From an optimization exercise on the open Yosys and OpenROAD flow, aimed at small area; shortcuts taken in it are not production practice.
RTL that was checked went through simulation tests only; none was proved equivalent to the original.
Power is estimated from default activity; no workload was simulated.

==> flow/design.v (excerpt) <==
module PhysicalNeuronController_iLoop(
    clk, rst, kill,
    iADDR, W_DATA,
    SWU_EN, SWU_ADDR, SWU_DATA,
    Addr2SYNAPSE, Addr2SOMA, Addr2STDP,
    Data2SYNAPSE, Data2SOMA, Data2STDP,
    EN_SYNAPSE, EN_SOMA, EN_STDP,
    RC_SYNAPSE, RC_SOMA, RC_STDP,
    W_EN2Synapse, W_EN2SOMA, W_EN2STDP,
    o_ctrl, dbg_DATA1, dbg_DATA2
);
input clk, rst, kill;
input [15:0] iADDR;
input [31:0] W_DATA;
input SWU_EN;
input [15:0] SWU_ADDR;
input [7:0] SWU_DATA;
output [6:0] Addr2SYNAPSE, Addr2SOMA, Addr2STDP;
output [31:0] Data2SYNAPSE, Data2SOMA, Data2STDP;
output EN_SYNAPSE, EN_SOMA, EN_STDP;
output RC_SYNAPSE, RC_SOMA, RC_STDP;
output W_EN2Synapse, W_EN2SOMA, W_EN2STDP;
output [1:0] o_ctrl;
output [31:0] dbg_DATA1, dbg_DATA2;
wire [15:0] a_in = SWU_EN ? SWU_ADDR : iADDR;
wire [31:0] d_in = SWU_EN ? {24'b0, SWU_DATA} : W_DATA;
assign dbg_DATA1 = d_in;
reg [1:0] ctl;
always @(posedge clk) begin
    if (rst)
        ctl <= 2'b10;
    else if (a_in[15])
        ctl <= 2'b01;
    else if (a_in[14])
        ctl <= 2'b10;
    else if (|a_in[13:7])
        ctl <= 2'b11;
    else if (|a_in[6:0])
        ctl <= 2'b01;
    else
        ctl <= 2'b00;
end
assign o_ctrl = ctl;
reg [1:0] nst, st;
always @(posedge clk) begin
    st <= nst;
    if (kill)
        nst <= 2'b00;
    else
        case (st)
        2'b00: nst <= (ctl == 2'b11) ? 2'b01 : 2'b00;
  ...
export LEC_CHECK = 0
export CAP_MARGIN = 20
export CORE_MARGIN = 2
export CORE_UTILIZATION = 60
export SLEW_MARGIN = 20
create_clock -name core_clock -period 5.0 [get_ports {clk}]
standard.sh (not shown) runs the stock make flow with config.mk's settings and CLKGATE_MAP_FILE= SYNTH_SCRIPT=/design/flow/synth_recipe.tcl, a recipe that flattens the netlist after the stock synthesis.
==> flow/flow/run.sh <==
#!/bin/bash
set -euo pipefail
export BUFFER_PORTS_ARGS="-buffer_cell sky130_fd_sc_hd__buf_1"
export CTS_ARGS="-sink_clustering_enable -repair_clock_nets -dont_use_dummy_load -buf_list {${CTS_BUFS:-sky130_fd_sc_hd__clkbuf_8}} -sink_clustering_size ${CTS_SIZE:-16} -sink_clustering_max_diameter ${CTS_DIAM:-50}"
bash standard.sh > standard.log 2>&1
==> next run, changes <==
==> flow/flow/run.sh (replaced) <==
#!/bin/bash
set -euo pipefail
export BUFFER_PORTS_ARGS="-buffer_cell sky130_fd_sc_hd__buf_1"
export CTS_ARGS="-sink_clustering_enable -repair_clock_nets -dont_use_dummy_load -buf_list {${CTS_BUFS:-sky130_fd_sc_hd__clkbuf_4}} -sink_clustering_size ${CTS_SIZE:-10} -sink_clustering_max_diameter ${CTS_DIAM:-35}"
bash standard.sh > standard.log 2>&1
Effect: The new run completed without violations. Synthesized area stays the same. Global-route usage rose by 0.54 points. Cell count rose by 1.2%.
No run of this note included a check of the RTL's function; only the layout flow was run.

========
run 1:
PhysicalNeuronController_iLoop, a different RTL version from the one above (not shown whole).
Size in the first run: roughly 270 I/O pins.
clock: 5.0 ns
lec_check: 0
abc_area: 1
cap_margin: 20
core_margin: 2
core_utilization: 70
slew_margin: 20
==> flow/flow/run.sh <==
#!/bin/bash
set -euo pipefail
F=$(cd "$(dirname "${BASH_SOURCE[0]}")" && pwd)
export MY_ABC_SCRIPT=$F/abc_area.script
export BUFFER_PORTS_ARGS="-buffer_cell sky130_fd_sc_hd__buf_1"
export CTS_ARGS="-sink_clustering_enable -repair_clock_nets -dont_use_dummy_load -buf_list {sky130_fd_sc_hd__clkbuf_4} -sink_clustering_size 10 -sink_clustering_max_diameter 35"
bash standard.sh SYNTH_SCRIPT=$F/synth.tcl finish > standard.log 2>&1
==> flow/flow/abc_area.script <==
strash
dch -f
amap
strash
dch -f
amap
topo
==> flow/flow/synth.tcl <==
proc synth {args} { yosys synth -nofsm -noshare {*}$args }
proc abc {args} {
  set i [lsearch $args -script]
  if {$i >= 0 && [info exists ::env(MY_ABC_SCRIPT)] && $::env(MY_ABC_SCRIPT) ne ""} {
    lset args [expr {$i + 1}] $::env(MY_ABC_SCRIPT)
  }
  yosys abc {*}$args
}
source $::env(SCRIPTS_DIR)/synth.tcl
# left out here: clear keep_hierarchy, flatten, clean up, hide names made inside functions, write 1_2_yosys.v
> inputs changed (run 1 -> run 2)
==> flow/flow/run.sh <==
#!/bin/bash
set -euo pipefail
F=$(cd "$(dirname "${BASH_SOURCE[0]}")" && pwd)
export MY_ABC_SCRIPT=$F/abc_area.script
export BUFFER_PORTS_ARGS="-buffer_cell sky130_fd_sc_hd__buf_1"
export CTS_ARGS="-sink_clustering_enable -repair_clock_nets -dont_use_dummy_load -buf_list {sky130_fd_sc_hd__clkbuf_4} -sink_clustering_size 12 -sink_clustering_max_diameter 35"
bash standard.sh SYNTH_SCRIPT=$F/synth.tcl finish > standard.log 2>&1
Findings:
Run 2: all stages complete, timing, DRC and antenna checks passed
Looking at run 1 and run 2, the leakage power of the design is a wash.
In run 2 the initial antenna violation count turned out 1 lower than in run 1.
Area of the die came out exactly the same in run 1 and run 2.
Diff run 1..run 2 | tap cell count | unchanged
Higher via-per-instance ratio was reported by run 1, not run 2.
In the reports for run 1 and run 2, the larger smallest setup slack after layout belongs to run 1.
Per the comparison of run 2 with run 1, sequential share of layout area held steady, sum of routed wire length over all layers fell about 0.33%, TritonCTS buffer count now smaller.
[inputs] run 3 vs run 2
==> flow/flow/run.sh <==
#!/bin/bash
set -euo pipefail
F=$(cd "$(dirname "${BASH_SOURCE[0]}")" && pwd)
export MY_ABC_SCRIPT=$F/abc_area.script
export BUFFER_PORTS_ARGS="-buffer_cell sky130_fd_sc_hd__buf_1"
export CTS_ARGS="-sink_clustering_enable -repair_clock_nets -dont_use_dummy_load -buf_list {sky130_fd_sc_hd__clkbuf_4} -sink_clustering_size 11 -sink_clustering_max_diameter 45"
bash standard.sh SYNTH_SCRIPT=$F/synth.tcl finish > standard.log 2>&1
diff --git a/flow/config.mk b/flow/config.mk
--- a/flow/config.mk
+++ b/flow/config.mk
@@ -10,3 +10,3 @@
 export CORE_MARGIN = 2
-export CORE_UTILIZATION = 70
+export CORE_UTILIZATION = 80
 export SLEW_MARGIN = 20
Notes after the runs:
- Against run 2, wire length of the first global-routing pass in run 3 rose by more than a quarter.
- Share of final-layout standard cells stronger than drive strength 1 ends up lower on run 3.
- [compare] base=run 2 new=run 3: flip-flop and latch count held; overall die height went down about 6%; power went up about 0.55%.
- Run 3 against run 2: met1 layer wirelength in the final routing about even, worst path setup slack after routing went down by 0.93 ns, cell area power density shows an increase of about 1.1%.
- Relative to run 2, number of placed instances with taps included has decreased by about 2.5% in run 3.
Here is what was changed in the inputs of run 4 compared with run 3.
diff --git a/flow/config.mk b/flow/config.mk
--- a/flow/config.mk
+++ b/flow/config.mk
@@ -10,3 +10,3 @@
 export CORE_MARGIN = 2
-export CORE_UTILIZATION = 80
+export CORE_UTILIZATION = 70
 export SLEW_MARGIN = 20
## What came out
Sort run 3 and run 4 by cell count after placement, descending, and run 4 comes first.
Sort run 3 and run 4 by final critical delay including setup and external delays, descending, and run 3 comes first.
Compared with run 3, in run 4 post-synthesis average cell area held, die area went up 1600 um^2.
Measured against each other, run 3 and run 4 differ in combinational cell fraction of total power, the higher figure coming from run 3.
Against run 3, run 4 comes in 6.7% higher on width of the die.
For area used by multi-input combinational logic, run 3 and run 4 come out practically identical.
Run 4: antenna cell count higher than run 3
The sequential cell area share of run 3 and that of run 4 are within noise of each other.
On total non-filler cell area in the finished layout, run 3 and run 4 are basically level.

========
rev 12:
Another version of the RTL of PhysicalNeuronController_iLoop (not shown whole).
Size in the first run: roughly 310 flip-flops, ~270 I/O pins.
Settings: LEC_CHECK=0, CAP_MARGIN=20, CORE_MARGIN=2, CORE_UTILIZATION=40, SLEW_MARGIN=20; clock period 5.0 ns.
==> flow/flow/run.sh <==
#!/bin/bash
set -euo pipefail
export BUFFER_PORTS_ARGS="-buffer_cell sky130_fd_sc_hd__buf_1"
export CTS_ARGS="-sink_clustering_enable -repair_clock_nets -dont_use_dummy_load -buf_list {${CTS_BUFS:-sky130_fd_sc_hd__clkbuf_8}} -sink_clustering_size ${CTS_SIZE:-20} -sink_clustering_max_diameter ${CTS_DIAM:-60}"
bash standard.sh > standard.log 2>&1
Rev 12 | status: complete | timing, DRC, antenna: pass
Input-level comparison between rev 13 and rev 12:
==> flow/flow/run.sh <==
#!/bin/bash
set -euo pipefail
export BUFFER_PORTS_ARGS="-buffer_cell sky130_fd_sc_hd__buf_1"
export CTS_ARGS="-sink_clustering_enable -repair_clock_nets -dont_use_dummy_load -buf_list {${CTS_BUFS:-sky130_fd_sc_hd__clkbuf_4}} -sink_clustering_size ${CTS_SIZE:-12} -sink_clustering_max_diameter ${CTS_DIAM:-40}"
bash standard.sh > standard.log 2>&1
[summary]
- Re sink count of the clock tree: no difference whatsoever between rev 12 and rev 13.
- Worst setup slack: rev 13 worse than rev 12
- On wire length reported by the detailed router, rev 13 and rev 12 are basically level.
- From rev 12 to rev 13, die footprint did not move at all.
- Delta (rev 13 minus rev 12): power per unit of standard cell area now sits lower, total power went down by 0.000031 W, critical path depth higher, maximum single-stage delay on the critical path -0.21 ns.
- On slack of the worst reg-to-reg path, the higher figure sits with rev 13, not rev 12.
- Global-route usage came out higher on rev 13 than on rev 12.
- Rev 13 vs. rev 12: number of clock buffer instances in the layout went up by 17.

[re-timing with driven ports]
No port has a modelled driver above. Below, the same layouts with a new extraction and two added sets of constraints.
Step 1 assumes that a clkbuf_16 drives the clock port and a buf_2 every other input.
Step 2, shift: input delay + t, output delay - t, t = (earliest + latest rising clock arrival at the registers) / 2. This alone moves slack from input paths to output paths.
a / b / c = ideal / step 1 / step 2; a / b = the first two.
run	t (ns)	slack for setup (ns)	hold WS [ns]	worst slew at a driven data input, ns
the first run of note 1	0.566	1.786 / 1.765 / 1.744	0.304 / 0.304 / 0.304	0.05
the second run of note 1	0.639	1.798 / 1.777 / 1.725	0.297 / 0.297 / 0.297	0.06
run 1	0.592	1.293 / 1.256 / 1.418	0.311 / 0.311 / 0.311	0.05
run 2	0.603	1.246 / 1.210 / 1.420	0.299 / 0.299 / 0.299	0.05
run 3	0.667	0.321 / 0.285 / 0.825	0.314 / 0.314 / 0.314	0.04
run 4	0.647	1.204 / 1.166 / 1.436	0.318 / 0.318 / 0.318	0.05
rev 12	0.562	1.683 / 1.662 / 1.617	0.285 / 0.285 / 0.285	0.06
rev 13	0.652	1.672 / 1.635 / 1.646	0.242 / 0.242 / 0.242	0.06
After both steps every run listed still meets setup and hold. The setup slack of the second run of note 1, which loses most, moves by -0.021 ns with the drivers and by -0.073 ns with both steps.
